Context: an optimization exercise on an open-source flow, tuned for small area and a short achievable clock period. The choices shown serve that exercise and are no tape-out recipe.
Only simulation tests tie the RTL to the original design; equivalence was not proved.

## mult_top
module mult_top(
	input 							clk,
	input							rst_n,
	input							pipe_flush,
	input 			[32-1:0] 	mcand,
	input 			[32-1:0] 	mplier,
	input 			[4:0]	 		func,
	output logic 	[32-1:0] 	result
);
Size: about 3700 cells after synthesis, ~100 I/O pins, ~29000 um2 of cells after synthesis.
clock: 13.0 ns
lec_check: 0
abc_area: 1
cap_margin: 20
core_margin: 2
core_utilization: 30
place_density: 0.45
slew_margin: 20
standard.sh (not shown) runs the stock make flow with config.mk's settings and CLKGATE_MAP_FILE= SYNTH_SCRIPT=/design/flow/synth_recipe.tcl, a recipe that flattens the netlist after the stock synthesis.
==> flow/flow/run.sh <==
#!/bin/bash
# Layout flow: the standard ORFS flow (standard.sh, standard synthesis
# unchanged), with two changes made through ORFS's own variables:
#  - input and output ports are buffered with buf_2 (BUFFER_PORTS_ARGS);
#  - after the placement resize step, the drivers of high-fanout nets are
#    given a stronger drive strength of the same cell (flow/upsize.tcl,
#    run as ORFS's POST_RESIZE_TCL hook).
# Each make run's full output goes to a log file in the work folder; ORFS's
# per-step logs are under orfs/logs/.
set -euo pipefail
W=$(pwd)
bash standard.sh synth > "$W/log_synth.txt" 2>&1
bash standard.sh "BUFFER_PORTS_ARGS=-buffer_cell sky130_fd_sc_hd__buf_2" \
  POST_RESIZE_TCL="$W/flow/upsize.tcl" finish > "$W/log_layout.txt" 2>&1
==> flow/flow/upsize.tcl <==
# Upsize the drivers of high-fanout nets (drive strength only; same cell function).
set lib_cells {}
foreach lc [get_lib_cells */*] { dict set lib_cells [get_name $lc] 1 }
set n 0
foreach inst [get_cells *] {
  set master [get_property $inst ref_name]
  if {![regexp {^(sky130_fd_sc_hd__[a-z0-9]+)_([0-9]+)$} $master -> base drv]} { continue }
  if {[string match "*tapvpwrvgnd*" $master] || [string match "*clkbuf*" $master] && 0} { continue }
  set fo 0
  foreach pin [get_pins -of_objects $inst -filter "direction == output"] {
    set net [get_nets -quiet -of_objects $pin]
    if {$net eq ""} { continue }
    set c [llength [get_pins -quiet -of_objects $net -filter "direction == input"]]
    if {$c > $fo} { set fo $c }
  }
  set want ""
  if {$fo >= 14} { set want 4 } elseif {$fo >= 6} { set want 2 }
  if {$want ne "" && $drv < $want && [dict exists $lib_cells ${base}_$want]} {
    replace_cell $inst ${base}_$want
    incr n
  }
}
puts "upsize.tcl: resized $n instances"
The baseline completed without violations.
Change:
==> flow/run.sh (new file) <==
#!/bin/bash
# synth_recipe.tcl (not shown) runs the flow's synth.tcl, then flattens the netlist and writes it again
# the make line also repeats each setting of config.mk as NAME=value (left out here)
make -C /OpenROAD-flow-scripts/flow DESIGN_CONFIG=/design/flow/config.mk WORK_HOME=/design/flow/orfs CLKGATE_MAP_FILE= SYNTH_SCRIPT=/design/flow/synth_recipe.tcl finish
--- a/flow/config.mk
+++ b/flow/config.mk
@@ -10,4 +10,3 @@
 export CORE_MARGIN = 2
-export CORE_UTILIZATION = 30
-export PLACE_DENSITY = 0.45
+export CORE_UTILIZATION = 40
 export SLEW_MARGIN = 20
removed: flow/flow/run.sh
removed: flow/flow/upsize.tcl
removed: flow/standard.sh
Outcome: Hold slack is better by 15 ps; via count came out higher slightly; setup slack is worse by 210 ps; first-iteration DRC count went up by a quarter to a third; core utilization goes up by 11 points.
Change:
--- a/flow/config.mk
+++ b/flow/config.mk
@@ -10,3 +10,4 @@
 export CORE_MARGIN = 2
-export CORE_UTILIZATION = 40
+export CORE_UTILIZATION = 30
+export PLACE_DENSITY = 0.45
 export SLEW_MARGIN = 20
The new run went through all stages and came out clean.
Via count is lower by 0.72%.
Synthesized area stays the same.
Clock skew rises by 3.2 ps.
Design area rose by 1.5%.


rev 12:
mult_top, a different RTL version from the one above (not shown whole).
For scale: roughly 170 flip-flops.
==> flow/config.mk <==
export PLATFORM = sky130hd
export DESIGN_NAME = mult_top
export DESIGN_NICKNAME = mult_top
export VERILOG_FILES = /design/flow/design.v
export SDC_FILE = /design/flow/constraint.sdc
export NUM_CORES = 4
export LEC_CHECK = 0
export ABC_AREA = 1
export CAP_MARGIN = 20
export CORE_MARGIN = 2
export CORE_UTILIZATION = 30
export PLACE_DENSITY = 0.6
export SLEW_MARGIN = 20
==> flow/constraint.sdc <==
create_clock -name core_clock -period 13.0 [get_ports {clk}]
set_input_delay 2.6000 -clock core_clock [delete_from_list [all_inputs] [get_ports {clk}]]
set_output_delay 2.6000 -clock core_clock [all_outputs]
set_load 0.01 [all_outputs]
==> flow/flow/run.sh <==
#!/bin/bash
# Layout flow: the standard ORFS flow (standard.sh, standard synthesis
# unchanged), with these changes made through ORFS's own variables and step
# hooks:
#  - after floorplan, full adders whose polarity leaves inverters between
#    them are flipped (a full adder inverted at all three inputs gives both
#    outputs inverted), which removes those inverters without changing the
#    logic (flow/faflip.tcl, ORFS's POST_FLOORPLAN_TCL hook);
#  - input and output ports are buffered with buf_2 (BUFFER_PORTS_ARGS);
#  - after the placement resize step, the drivers of high-fanout nets and of
#    nets whose slew is over 0.45 ns get a stronger drive strength of the
#    same cell (flow/upsize.tcl, ORFS's POST_RESIZE_TCL hook);
set -euo pipefail
W=$(pwd)
bash standard.sh synth > "$W/log_synth.txt" 2>&1
bash standard.sh "BUFFER_PORTS_ARGS=-buffer_cell sky130_fd_sc_hd__buf_2" \
  POST_FLOORPLAN_TCL="$W/flow/faflip.tcl" \
  POST_RESIZE_TCL="$W/flow/upsize.tcl" SETUP_SLACK_MARGIN=7.9 finish > "$W/log_layout.txt" 2>&1
Other scripts of this flow, unchanged in this note and not shown: flow/flow/faflip.tcl, flow/flow/upsize.tcl
Every stage of the flow completed for rev 12, and the final layout passed the timing, design-rule and antenna checks.
--- input diff rev 12..rev 13 ---
- PLACE_DENSITY: 0.6 -> 0.45
--- outcome ---
Number of H-tree levels: rev 13 vs rev 12 identical
Per the comparison of rev 13 with rev 12, final standard cell count with taps included and fillers excluded shows an increase of 19; utilization shows an increase of 0.31 points.

[port drivers added, routing unchanged]
The flow's constraints put no driver on any port. The routed layouts listed below were extracted and timed again, unchanged, in two steps.
Step 1 assumes that a clkbuf_16 drives the clock port and a buf_2 every other input.
Step 2 also shifts input and output timing later by t, the mid clock arrival at the registers, as if the neighbouring blocks saw the same clock.
Slacks: no drivers / after step 1 / after step 2; pairs: no drivers / after step 1.
run	t, ns	setup slack, ns	hold WS [ns]
the first run of note 1	0.661	7.383 / 7.316 / 7.786	0.458 / 0.458 / 0.458
the second run of note 1	0.650	7.175 / 7.175 / 7.175	0.473 / 0.473 / 0.473
the third run of note 1	0.653	7.165 / 7.100 / 7.426	0.455 / 0.455 / 0.455
rev 12	0.563	7.984 / 7.984 / 7.984	0.465 / 0.465 / 0.465
rev 13	0.577	7.999 / 7.978 / 7.999	0.489 / 0.489 / 0.489
After both steps setup and hold are still met in every run listed.
